Source: an optimization exercise on an open RTL-to-GDS flow (aim: small area). Production flows keep margins and buffers that such runs may drop. In this exercise RTL edits were held to simulation tests only and were not proved equivalent to the original.

## flow/design.v (module list and top-level ports; edited modules follow where they fit)
// module cordic_cia: 39 lines
// module cordic_sx: 32 lines
// module cordic_tsh: 23 lines
// module cordic: 921 lines
module cordic (
	input clk,
	input rst,
	input in_valid,
	input signed [31:0] angle,
	output reg out_valid,
	output signed [31:0] cosine,
	output signed [31:0] sine,
	output signed [31:0] finalAngle
);
  // ...
==> flow/run.sh <==
#!/bin/bash
# synth_recipe.tcl (not shown) runs the flow's synth.tcl, then flattens the netlist and writes it again
# the make line also repeats each setting of config.mk as NAME=value (left out here)
make -C /OpenROAD-flow-scripts/flow DESIGN_CONFIG=/design/flow/config.mk WORK_HOME=/design/flow/orfs CLKGATE_MAP_FILE= SYNTH_SCRIPT=/design/flow/synth_recipe.tcl finish
==> flow/config.mk <==
export PLATFORM = sky130hd
export DESIGN_NAME = cordic
export DESIGN_NICKNAME = cordic
export VERILOG_FILES = /design/flow/design.v
export SDC_FILE = /design/flow/constraint.sdc
export NUM_CORES = 4
export LEC_CHECK = 0
export CAP_MARGIN = 20
export CORE_MARGIN = 2
export CORE_UTILIZATION = 40
export CTS_BUF_LIST = sky130_fd_sc_hd__clkbuf_16
export CTS_CLUSTER_DIAMETER = 150
export CTS_CLUSTER_SIZE = 25
export SLEW_MARGIN = 20
==> flow/constraint.sdc <==
create_clock -name core_clock -period 15.0 [get_ports {clk}]
set_input_delay 3.0000 -clock core_clock [delete_from_list [all_inputs] [get_ports {clk}]]
set_output_delay 3.0000 -clock core_clock [all_outputs]
set_load 0.01 [all_outputs]
==> metrics.md, run 1 <==
| Metric | Value |
|---|---|
| Hold Path Stages | 0 |
| Multi-input combinational area share | 0.6191 |
| Tap cells | 2640 |
| Multi-input gate count | approximately 6200 |
| CTS clk-pin slew, worst paths | 0.10 ns |
| Layout overhead on the synthesized area | 10.26% |
| Period minus WS final | approximately 15 ns |
| Status | failed layout checks |
| Metal2 WL | 91.73 mm |
| # hold bufs at CTS | 0 |
| Max_cap viols | 0 |
| Critical path type | reg -> reg |
| Number of global-route vias before repair | 55902 |
| Avg WL per Cell | approximately 16 um |
| Clock latency (worst-skew pair) | 0.69 ns |
| SO Viols | negative setup slack |
| Routed wire length | 177.1 mm |
| Post-Synth XOR/XNOR Area | 0.1938 |
| Setup ws final | -0.2118 ns |
| Met2 Resource Use GR | 0.3237 |
| Arrival time at the worst endpoint | 15.82 ns |
| Core Area | 196800 um^2 |
| Final setup vio count | 4 |
| Drt first pass iters | 8 |
| Layout cells sized above 1 | 0.08360 |
==> run 2, diff against run 1 <==
--- a/flow/design.v
+++ b/flow/design.v
@@ -659,94 +659,94 @@
 wire [6:0] tx23;
 wire [6:0] ty23;
 cordic_tsh #(15, 8) utx23 (.h(XH_s9), .inc(~kx23[1] & kx23[0]), .dec(kx23[1] & kx23[0]), .t(tx23));
 cordic_tsh #(15, 8) uty23 (.h(YH_s9), .inc(~ky23[1] & ky23[0]), .dec(ky23[1] & ky23[0]), .t(ty23));
 wire [9:0] mx24;
 wire [9:0] my24;
 cordic_sx #(10, 6, 6) ulx23 (.a(mx23), .b({1'b0, ty23[5:0]} ^ {7{nd23}}), .sgn(ty23[6] ^ nd23), .cin(nd23), .s(mx24));
 cordic_sx #(10, 6, 6) uly23 (.a(my23), .b({1'b0, tx23[5:0]} ^ {7{d23_s9}}), .sgn(tx23[6] ^ d23_s9), .cin(d23_s9), .s(my24));
-wire [0:0] nd24 = ~d24_s9;
+wire [0:0] nd24 = ~d24_s10;
 wire [1:0] kx24;
 wire [1:0] ky24;
-cordic_tsh #(9, 7) ukx24 (.h(LXH), .inc(~mx24[9] & mx24[8]), .dec(mx24[9] & mx24[8]), .t(kx24));
-cordic_tsh #(9, 7) uky24 (.h(LYH), .inc(~my24[9] & my24[8]), .dec(my24[9] & my24[8]), .t(ky24));
+cordic_tsh #(9, 7) ukx24 (.h(LXH_s10), .inc(~mx24_s10[9] & mx24_s10[8]), .dec(mx24_s10[9] & mx24_s10[8]), .t(kx24));
+cordic_tsh #(9, 7) uky24 (.h(LYH_s10), .inc(~my24_s10[9] & my24_s10[8]), .dec(my24_s10[9] & my24_s10[8]), .t(ky24));
 wire [5:0] tx24;
 wire [5:0] ty24;
-cordic_tsh #(15, 9) utx24 (.h(XH_s9), .inc(~kx24[1] & kx24[0]), .dec(kx24[1] & kx24[0]), .t(tx24));
-cordic_tsh #(15, 9) uty24 (.h(YH_s9), .inc(~ky24[1] & ky24[0]), .dec(ky24[1] & ky24[0]), .t(ty24));
+cordic_tsh #(15, 9) utx24 (.h(XH_s10), .inc(~kx24[1] & kx24[0]), .dec(kx24[1] & kx24[0]), .t(tx24));
+cordic_tsh #(15, 9) uty24 (.h(YH_s10), .inc(~ky24[1] & ky24[0]), .dec(ky24[1] & ky24[0]), .t(ty24));
 wire [9:0] mx25;
 wire [9:0] my25;
-cordic_sx #(10, 5, 6) ulx24 (.a(mx24), .b({1'b0, ty24[4:0]} ^ {6{nd24}}), .sgn(ty24[5] ^ nd24), .cin(nd24), .s(mx25));
-cordic_sx #(10, 5, 6) uly24 (.a(my24), .b({1'b0, tx24[4:0]} ^ {6{d24_s9}}), .sgn(tx24[5] ^ d24_s9), .cin(d24_s9), .s(my25));
+cordic_sx #(10, 5, 6) ulx24 (.a(mx24_s10), .b({1'b0, ty24[4:0]} ^ {6{nd24}}), .sgn(ty24[5] ^ nd24), .cin(nd24), .s(mx25));
+cordic_sx #(10, 5, 6) uly24 (.a(my24_s10), .b({1'b0, tx24[4:0]} ^ {6{d24_s10}}), .sgn(tx24[5] ^ d24_s10), .cin(d24_s10), .s(my25));
 wire [0:0] nd25 = ~d25_s10;
 wire [1:0] kx25;
 wire [1:0] ky25;
-cordic_tsh #(9, 7) ukx25 (.h(LXH_s10), .inc(~mx25_s10[9] & mx25_s10[8]), .dec(mx25_s10[9] & mx25_s10[8]), .t(kx25));
-cordic_tsh #(9, 7) uky25 (.h(LYH_s10), .inc(~my25_s10[9] & my25_s10[8]), .dec(my25_s10[9] & my25_s10[8]), .t(ky25));
+cordic_tsh #(9, 7) ukx25 (.h(LXH_s10), .inc(~mx25[9] & mx25[8]), .dec(mx25[9] & mx25[8]), .t(kx25));
+cordic_tsh #(9, 7) uky25 (.h(LYH_s10), .inc(~my25[9] & my25[8]), .dec(my25[9] & my25[8]), .t(ky25));
 wire [4:0] tx25;
 wire [4:0] ty25;
 cordic_tsh #(15, 10) utx25 (.h(XH_s10), .inc(~kx25[1] & kx25[0]), .dec(kx25[1] & kx25[0]), .t(tx25));
 cordic_tsh #(15, 10) uty25 (.h(YH_s10), .inc(~ky25[1] & ky25[0]), .dec(ky25[1] & ky25[0]), .t(ty25));
 wire [9:0] mx26;
 wire [9:0] my26;
-cordic_sx #(10, 4, 8) ulx25 (.a(mx25_s10), .b({1'b0, ty25[3:0]} ^ {5{nd25}}), .sgn(ty25[4] ^ nd25), .cin(nd25), .s(mx26));
-cordic_sx #(10, 4, 8) uly25 (.a(my25_s10), .b({1'b0, tx25[3:0]} ^ {5{d25_s10}}), .sgn(tx25[4] ^ d25_s10), .cin(d25_s10), .s(my26));
+cordic_sx #(10, 4, 6) ulx25 (.a(mx25), .b({1'b0, ty25[3:0]} ^ {5{nd25}}), .sgn(ty25[4] ^ nd25), .cin(nd25), .s(mx26));
+cordic_sx #(10, 4, 6) uly25 (.a(my25), .b({1'b0, tx25[3:0]} ^ {5{d25_s10}}), .sgn(tx25[4] ^ d25_s10), .cin(d25_s10), .s(my26));
 wire [0:0] nd26 = ~d26_s10;
 wire [1:0] kx26;
 wire [1:0] ky26;
 cordic_tsh #(9, 7) ukx26 (.h(LXH_s10), .inc(~mx26[9] & mx26[8]), .dec(mx26[9] & mx26[8]), .t(kx26));
 cordic_tsh #(9, 7) uky26 (.h(LYH_s10), .inc(~my26[9] & my26[8]), .dec(my26[9] & my26[8]), .t(ky26));
 wire [3:0] tx26;
 wire [3:0] ty26;
 cordic_tsh #(15, 11) utx26 (.h(XH_s10), .inc(~kx26[1] & kx26[0]), .dec(kx26[1] & kx26[0]), .t(tx26));
 cordic_tsh #(15, 11) uty26 (.h(YH_s10), .inc(~ky26[1] & ky26[0]), .dec(ky26[1] & ky26[0]), .t(ty26));
 wire [9:0] mx27;
 wire [9:0] my27;
-cordic_sx #(10, 3, 8) ulx26 (.a(mx26), .b({1'b0, ty26[2:0]} ^ {4{nd26}}), .sgn(ty26[3] ^ nd26), .cin(nd26), .s(mx27));
-cordic_sx #(10, 3, 8) uly26 (.a(my26), .b({1'b0, tx26[2:0]} ^ {4{d26_s10}}), .sgn(tx26[3] ^ d26_s10), .cin(d26_s10), .s(my27));
+cordic_sx #(10, 3, 6) ulx26 (.a(mx26), .b({1'b0, ty26[2:0]} ^ {4{nd26}}), .sgn(ty26[3] ^ nd26), .cin(nd26), .s(mx27));
+cordic_sx #(10, 3, 6) uly26 (.a(my26), .b({1'b0, tx26[2:0]} ^ {4{d26_s10}}), .sgn(tx26[3] ^ d26_s10), .cin(d26_s10), .s(my27));
 wire [0:0] nd27 = ~d27_s10;
 wire [1:0] kx27;
 wire [1:0] ky27;
 cordic_tsh #(9, 7) ukx27 (.h(LXH_s10), .inc(~mx27[9] & mx27[8]), .dec(mx27[9] & mx27[8]), .t(kx27));
 cordic_tsh #(9, 7) uky27 (.h(LYH_s10), .inc(~my27[9] & my27[8]), .dec(my27[9] & my27[8]), .t(ky27));
 wire [2:0] tx27;
 wire [2:0] ty27;
 cordic_tsh #(15, 12) utx27 (.h(XH_s10), .inc(~kx27[1] & kx27[0]), .dec(kx27[1] & kx27[0]), .t(tx27));
 cordic_tsh #(15, 12) uty27 (.h(YH_s10), .inc(~ky27[1] & ky27[0]), .dec(ky27[1] & ky27[0]), .t(ty27));
 wire [9:0] mx28;
 wire [9:0] my28;
-cordic_sx #(10, 2, 8) ulx27 (.a(mx27), .b({1'b0, ty27[1:0]} ^ {3{nd27}}), .sgn(ty27[2] ^ nd27), .cin(nd27), .s(mx28));
-cordic_sx #(10, 2, 8) uly27 (.a(my27), .b({1'b0, tx27[1:0]} ^ {3{d27_s10}}), .sgn(tx27[2] ^ d27_s10), .cin(d27_s10), .s(my28));
-wire [0:0] nd28 = ~d28_s10;
+cordic_sx #(10, 2, 6) ulx27 (.a(mx27), .b({1'b0, ty27[1:0]} ^ {3{nd27}}), .sgn(ty27[2] ^ nd27), .cin(nd27), .s(mx28));
+cordic_sx #(10, 2, 6) uly27 (.a(my27), .b({1'b0, tx27[1:0]} ^ {3{d27_s10}}), .sgn(tx27[2] ^ d27_s10), .cin(d27_s10), .s(my28));
+wire [0:0] nd28 = ~d28_s11;
 wire [1:0] kx28;
 wire [1:0] ky28;
-cordic_tsh #(9, 7) ukx28 (.h(LXH_s10), .inc(~mx28[9] & mx28[8]), .dec(mx28[9] & mx28[8]), .t(kx28));
-cordic_tsh #(9, 7) uky28 (.h(LYH_s10), .inc(~my28[9] & my28[8]), .dec(my28[9] & my28[8]), .t(ky28));
+cordic_tsh #(9, 7) ukx28 (.h(LXH_s11), .inc(~mx28_s11[9] & mx28_s11[8]), .dec(mx28_s11[9] & mx28_s11[8]), .t(kx28));
+cordic_tsh #(9, 7) uky28 (.h(LYH_s11), .inc(~my28_s11[9] & my28_s11[8]), .dec(my28_s11[9] & my28_s11[8]), .t(ky28));
 wire [1:0] tx28;
 wire [1:0] ty28;
-cordic_tsh #(15, 13) utx28 (.h(XH_s10), .inc(~kx28[1] & kx28[0]), .dec(kx28[1] & kx28[0]), .t(tx28));
-cordic_tsh #(15, 13) uty28 (.h(YH_s10), .inc(~ky28[1] & ky28[0]), .dec(ky28[1] & ky28[0]), .t(ty28));
+cordic_tsh #(15, 13) utx28 (.h(XH_s11), .inc(~kx28[1] & kx28[0]), .dec(kx28[1] & kx28[0]), .t(tx28));
+cordic_tsh #(15, 13) uty28 (.h(YH_s11), .inc(~ky28[1] & ky28[0]), .dec(ky28[1] & ky28[0]), .t(ty28));
 wire [9:0] mx29;
 wire [9:0] my29;
-cordic_sx #(10, 1, 8) ulx28 (.a(mx28), .b({1'b0, ty28[0:0]} ^ {2{nd28}}), .sgn(ty28[1] ^ nd28), .cin(nd28), .s(mx29));
-cordic_sx #(10, 1, 8) uly28 (.a(my28), .b({1'b0, tx28[0:0]} ^ {2{d28_s10}}), .sgn(tx28[1] ^ d28_s10), .cin(d28_s10), .s(my29));
+cordic_sx #(10, 1, 8) ulx28 (.a(mx28_s11), .b({1'b0, ty28[0:0]} ^ {2{nd28}}), .sgn(ty28[1] ^ nd28), .cin(nd28), .s(mx29));
+cordic_sx #(10, 1, 8) uly28 (.a(my28_s11), .b({1'b0, tx28[0:0]} ^ {2{d28_s11}}), .sgn(tx28[1] ^ d28_s11), .cin(d28_s11), .s(my29));
 wire [0:0] nd29 = ~d29_s11;
 wire [1:0] kx29;
 wire [1:0] ky29;
-cordic_tsh #(9, 7) ukx29 (.h(LXH_s11), .inc(~mx29_s11[9] & mx29_s11[8]), .dec(mx29_s11[9] & mx29_s11[8]), .t(kx29));
-cordic_tsh #(9, 7) uky29 (.h(LYH_s11), .inc(~my29_s11[9] & my29_s11[8]), .dec(my29_s11[9] & my29_s11[8]), .t(ky29));
+cordic_tsh #(9, 7) ukx29 (.h(LXH_s11), .inc(~mx29[9] & mx29[8]), .dec(mx29[9] & mx29[8]), .t(kx29));
+cordic_tsh #(9, 7) uky29 (.h(LYH_s11), .inc(~my29[9] & my29[8]), .dec(my29[9] & my29[8]), .t(ky29));
 wire [0:0] tx29;
 wire [0:0] ty29;
 cordic_tsh #(15, 14) utx29 (.h(XH_s11), .inc(~kx29[1] & kx29[0]), .dec(kx29[1] & kx29[0]), .t(tx29));
 cordic_tsh #(15, 14) uty29 (.h(YH_s11), .inc(~ky29[1] & ky29[0]), .dec(ky29[1] & ky29[0]), .t(ty29));
 wire [9:0] mx30;
 wire [9:0] my30;
-cordic_sx #(10, 0, 8) ulx29 (.a(mx29_s11), .b(1'b0 ^ {1{nd29}}), .sgn(ty29[0] ^ nd29), .cin(nd29), .s(mx30));
-cordic_sx #(10, 0, 8) uly29 (.a(my29_s11), .b(1'b0 ^ {1{d29_s11}}), .sgn(tx29[0] ^ d29_s11), .cin(d29_s11), .s(my30));
+cordic_sx #(10, 0, 8) ulx29 (.a(mx29), .b(1'b0 ^ {1{nd29}}), .sgn(ty29[0] ^ nd29), .cin(nd29), .s(mx30));
+cordic_sx #(10, 0, 8) uly29 (.a(my29), .b(1'b0 ^ {1{d29_s11}}), .sgn(tx29[0] ^ d29_s11), .cin(d29_s11), .s(my30));
 wire [0:0] nd30 = ~d30_s11;
 wire [1:0] kx30;
 wire [1:0] ky30;
 cordic_tsh #(9, 7) ukx30 (.h(LXH_s11), .inc(~mx30[9] & mx30[8]), .dec(mx30[9] & mx30[8]), .t(kx30));
 cordic_tsh #(9, 7) uky30 (.h(LYH_s11), .inc(~my30[9] & my30[8]), .dec(my30[9] & my30[8]), .t(ky30));
 wire [0:0] tx30;
 wire [0:0] ty30;
 cordic_tsh #(15, 14) utx30 (.h(XH_s11), .inc(~kx30[1] & kx30[0]), .dec(kx30[1] & kx30[0]), .t(tx30));
@@ -943,70 +943,74 @@
 reg [0:0] d22_s8;
 always @(posedge clk) d22_s8 <= d22_s7;
 reg [0:0] d22_s9;
 always @(posedge clk) d22_s9 <= d22_s8;
 reg [0:0] d23_s8;
 always @(posedge clk) d23_s8 <= d23;
 reg [0:0] d23_s9;
 always @(posedge clk) d23_s9 <= d23_s8;
-reg [0:0] d24_s8;
-always @(posedge clk) d24_s8 <= d24;
-reg [0:0] d24_s9;
-always @(posedge clk) d24_s9 <= d24_s8;
 reg [14:0] XH_s10;
 always @(posedge clk) XH_s10 <= XH_s9;
 reg [14:0] YH_s10;
 always @(posedge clk) YH_s10 <= YH_s9;
+reg [0:0] d24_s8;
+always @(posedge clk) d24_s8 <= d24;
+reg [0:0] d24_s9;
+always @(posedge clk) d24_s9 <= d24_s8;
+reg [0:0] d24_s10;
+always @(posedge clk) d24_s10 <= d24_s9;
+reg [9:0] mx24_s10;
+always @(posedge clk) mx24_s10 <= mx24;
+reg [9:0] my24_s10;
+always @(posedge clk) my24_s10 <= my24;
+reg [8:0] LXH_s10;
+always @(posedge clk) LXH_s10 <= LXH;
+reg [8:0] LYH_s10;
+always @(posedge clk) LYH_s10 <= LYH;
 reg [0:0] d25_s8;
 always @(posedge clk) d25_s8 <= d25;
 reg [0:0] d25_s9;
 always @(posedge clk) d25_s9 <= d25_s8;
 reg [0:0] d25_s10;
 always @(posedge clk) d25_s10 <= d25_s9;
-reg [9:0] mx25_s10;
-always @(posedge clk) mx25_s10 <= mx25;
-reg [9:0] my25_s10;
-always @(posedge clk) my25_s10 <= my25;
-reg [8:0] LXH_s10;
-always @(posedge clk) LXH_s10 <= LXH;
-reg [8:0] LYH_s10;
-always @(posedge clk) LYH_s10 <= LYH;
 reg [0:0] d26_s8;
 always @(posedge clk) d26_s8 <= d26;
 reg [0:0] d26_s9;
 always @(posedge clk) d26_s9 <= d26_s8;
 reg [0:0] d26_s10;
 always @(posedge clk) d26_s10 <= d26_s9;
 reg [0:0] d27_s9;
 always @(posedge clk) d27_s9 <= d27;
 reg [0:0] d27_s10;
 always @(posedge clk) d27_s10 <= d27_s9;
-reg [0:0] d28_s9;
-always @(posedge clk) d28_s9 <= d28;
-reg [0:0] d28_s10;
-always @(posedge clk) d28_s10 <= d28_s9;
 reg [14:0] XH_s11;
 always @(posedge clk) XH_s11 <= XH_s10;
 reg [14:0] YH_s11;
 always @(posedge clk) YH_s11 <= YH_s10;
+reg [0:0] d28_s9;
+always @(posedge clk) d28_s9 <= d28;
+reg [0:0] d28_s10;
+always @(posedge clk) d28_s10 <= d28_s9;
+reg [0:0] d28_s11;
+always @(posedge clk) d28_s11 <= d28_s10;
+reg [9:0] mx28_s11;
+always @(posedge clk) mx28_s11 <= mx28;
+reg [9:0] my28_s11;
+always @(posedge clk) my28_s11 <= my28;
+reg [8:0] LXH_s11;
+always @(posedge clk) LXH_s11 <= LXH_s10;
+reg [8:0] LYH_s11;
+always @(posedge clk) LYH_s11 <= LYH_s10;
 reg [0:0] d29_s9;
 always @(posedge clk) d29_s9 <= d29;
 reg [0:0] d29_s10;
 always @(posedge clk) d29_s10 <= d29_s9;
 reg [0:0] d29_s11;
 always @(posedge clk) d29_s11 <= d29_s10;
-reg [9:0] mx29_s11;
-always @(posedge clk) mx29_s11 <= mx29;
-reg [9:0] my29_s11;
-always @(posedge clk) my29_s11 <= my29;
-reg [8:0] LXH_s11;
-always @(posedge clk) LXH_s11 <= LXH_s10;
-reg [8:0] LYH_s11;
-always @(posedge clk) LYH_s11 <= LYH_s10;
 reg [0:0] d30_s9;
 always @(posedge clk) d30_s9 <= d30;
 reg [0:0] d30_s10;
 always @(posedge clk) d30_s10 <= d30_s9;
 reg [0:0] d30_s11;
 always @(posedge clk) d30_s11 <= d30_s10;
 reg [30:0] fin_s10;
 always @(posedge clk) fin_s10 <= fin;
==> metrics.md, run 2 <==
| Metric | Value |
|---|---|
| Critical path depth | 27 |
| Detailed-route via count | 56729 |
| DP HPWL | ~150 mm |
| Avg WL per Cell | 16.31 um (+3.3%) |
| RSZ-0062 raised after global routing | true |
| Height of the die | 450.3 um |
| CTS tree | done |
| Critical path type | reg -> out |
| Final hold viol count | 0 |
| Drt initial violations | about 3600 |
| Worst rel slew slack | 0.2876 |
| Worst Reg2Reg Path Length in Cells | 76 |
| Post-synthesis instance area | 79660 um^2 |
| Bufs on Longest Clock Path | 3 |
| Port buffer count | 129 |
| Antenna violations before repair | 5 |
| H-Tree Depth | 2 |
| Layout cells sized above 1 | 0.06074 (-0.02286) |
| Max Clk Rate | 70.27 MHz |
| Core Area | 197600 um^2 (+0.41%) |
| Post-Syn Nets | roughly 9700 |
| Hold Path Origin | d18_s7 |
| Period minus WS final | 14.23 ns (-0.9812 ns) |
| Largest net degree at the start of global routing | 52 |
| CTS Root Cell | clkbuf_16 |
| Layout overhead on the synthesized area | 8.822% |
| DP Area | ~84000 um^2 |
| Post-synth EDFFs | 0 |
| Global-route wire length before repair | 298.4 mm |
| Synth warn | 1 |
| Clock Sinks | 1096 |
| Residual DRC | 0 |
| Worst path max stage delay | 0.91 ns |
| Cell accounting for the most synthesized area | dfxtp_1 |
| Synthesized area per cell | 9.261 um^2 |
| Num rows | 163 |
| Max_cap viols | 0 (unchanged) |
| Initial Utilization | 0.4031 |
| # hold bufs at CTS | 0 (unchanged) |
| Filler cells | 18994 |
| Status | complete, no violations |
| Drt first pass iters | 9 (+1) |
| Most frequent cells after synthesis | 1096 x dfxtp_1, 1018 x xnor2_1, 891 x inv_1 |
| Setup ws final | 0.7694 ns (+0.9812 ns) |
| Critical path startpoint category | register |
| Synth top area cells | dfxtp_1 28%, fa_1 18%, xnor2_1 11% |
| FF+latch count, synth | 1096 |
| Routed wire length | 184.6 mm (+4.2%) |
| Most frequent cells in the layout | 1074 x dfxtp_1, 995 x xnor2_1, 893 x inv_1, 706 x xor2_1, 698 x fa_1 |
| Hold Path Stages | 0 (unchanged) |
| Num CTS Buffers | 51 |
| Number of global-route vias before repair | 56194 (+0.52%) |
| Die Wd | about 450 um |
| Placer Congestion | 0.8929 |
| Post-layout net count | 9725 |
| Die ar. | between 200000 and 250000 um^2 |
| Slowest cell on crit path | and2_1 |
| WHS Endpoint | d18_s8 |
| Min Hold Slack | 0.3136 ns |
| Final instance area | 86690 um^2 |
| Worst-path fanout max | 28 |
| Crit path buf inv count | 1 |
| Commonest non-fill, non-tap cell in the layout | dfxtp_1 |
| Worst path top cell family by delay | simple AND/OR/NAND/NOR gates |
| Gr ovfl total | 0 |
| Total track usage | 0.1789 |
| Main flop type after synthesis | dfxtp_1 |
| Arrival time at the worst endpoint | 11.23 ns (-4.59 ns) |
| Worst endpoint required time | 12.00 ns |
| Fin. max-slew vios | 0 |
| Dpl cells | 11240 |
| Clock latency (worst-skew pair) | 0.72 ns (+0.03 ns) |
| ANT nets after route | 0 |
| Number of distinct library cells after synthesis | 95 |
| Slew @ Worst Pin | around 1.1 ns |
| Area share of the largest cell type after synthesis | 0.2754 |
| I/O Pins | about 130 |
| DR vias/cell | 5.011 |
| Top cell by count, worst path | nor2_1 |
| Final setup vio count | 0 (-4) |
| Worst flop-to-flop path endpoint | my28_s11[8] |
| Worst hold path type | reg -> reg |
| Final Cycle Share | 0.9487 |
| Count leader, synth | dfxtp_1 |
| Critical Path End Type | primary output |
| Clock Skew | approximately 0.052 ns |
| Reg-to-reg startpoint | LYH_s10[5] |
| Sequential share of the synthesized area | 0.2754 |
| Final std cells w/o fill | approximately 11000 |
| Ys async rst share | 0 |
| Post-Syn Instances | 8602 |
| Reg2Reg Setup Slack | 0.78 ns |
| CTS clk-pin slew, worst paths | 0.10 ns (about the same) |
| Place WS | 0.02823 ns |
run 2: repair_timing:
item	4_1_cts	5_1_grt
endpoints found under the hold margin	0	0
resized for setup	2	160
pin swaps	0	33
buffers inserted	0	16
endpoints found under the setup margin	2	54
run 2: per-stage QoR:
| stage | TNS, ns | util |
|---|---|---|
| 5_1_grt | -0.4221 | 0.4386 |
| 2_1_floorplan | 0 | - |
| 3_3_place_gp | 0 | 0.4271 |
| 4_1_cts | 0 | 0.4346 |
| 6_report | 0 | 0.4387 |
| 3_5_place_dp | 0 | 0.4271 |
run 2: area by class of cell:
class / count / area [um^2] / area share
diodes: 3 / 7.507 / 0.00008660
clock buffers: 51 / 1276 / 0.01472
clock inverters: 10 / 187.7 / 0.002165
inverters: 900 / 3378 / 0.03897
multi-input cells: 6290 / 53760 / 0.6201
flip-flops and latches: 1096 / 21970 / 0.2534
well taps: 2640 / 3303 / 0.03810
repair buffers: 330 / 2808 / 0.03239
run 2: kinds of logic (layout without fill, tap and decap cells):
| family | Yosys count | in the layout | synth area share |
|---|---|---|---|
| simple gates | 2360 | 2360 | 0.1465 |
| fa+ha+maj | 1024 | 1024 | 0.2271 |
| mux | 171 | 171 | 0.02273 |
| compound gates | 994 | 994 | 0.07822 |
| other cells | 1 | 4 | 0.00004707 |
| buf+inv | 1216 | 1291 | 0.05822 |
| flops | 1096 | 1096 | 0.2754 |
| xor+xnor | 1740 | 1740 | 0.1918 |
run 2: worst reg2reg max path: cells and delay by family (launching register included):
family	cells	cell delay, ns
AO/OA/AOI/OAI	11	1.76
flip-flops	1	0.36
AND/OR/NAND/NOR	28	4.08
multiplexers	6	1.29
adder cells (fa/ha/maj)	14	4.04
buffers and inverters	8	0.97
XOR/XNOR	9	1.65
run 2: routing by layer:
| metal | GRT usage | vias to the layer above | routed length, um |
|---|---|---|---|
| li1 | - | 28028 | - |
| met4 | 0.03592 | 0 | 3523 |
| met5 | 0 | - | 0 |
| met1 | 0.2367 | 27532 | 83820 |
| met3 | 0.01490 | 189 | 5834 |
| met2 | 0.3176 | 980 | 91430 |
run 2: worst max-delay path by stage:
stage / start / slack (ns) / endpoint
after CTS: LXH_s10[5] / 0.05 / mx28_s11[9]
after floorplan: d12_s6 / 0.53 / XH_s7[13]
after global routing: d12_s6 / -0.1 / XH_s7[13]
final: XH_s11[1] / 0.77 / cosine[30]
after detailed placement: d12_s6 / 0.03 / YH_s7[13]
after global placement: LXH_s10[5] / 0.28 / mx28_s11[9]

-- what the ideal ports hide --
How much do the figures lean on ideal ports? The routed layouts below were timed once more, with nothing changed but the port constraints.
Step 1, drivers: a clkbuf_16 drives clk and a buf_2 each remaining input, both assumed.
Step 2 times the ports against the registers' clock, not the clock port: input delays grow and output delays shrink by t, the midpoint of the rising clock arrivals with the driver on.
Slacks: no drivers / after step 1 / after step 2; pairs: no drivers / after step 1.
run	t, ns	setup slack, ns	clock arrival spread, ns	cell pins on the clock port's net
run 1	0.762	-0.212 / -0.212 / -0.212	0.041 / 0.041	1
run 2	0.777	0.769 / 0.687 / 0.779	0.059 / 0.060	1
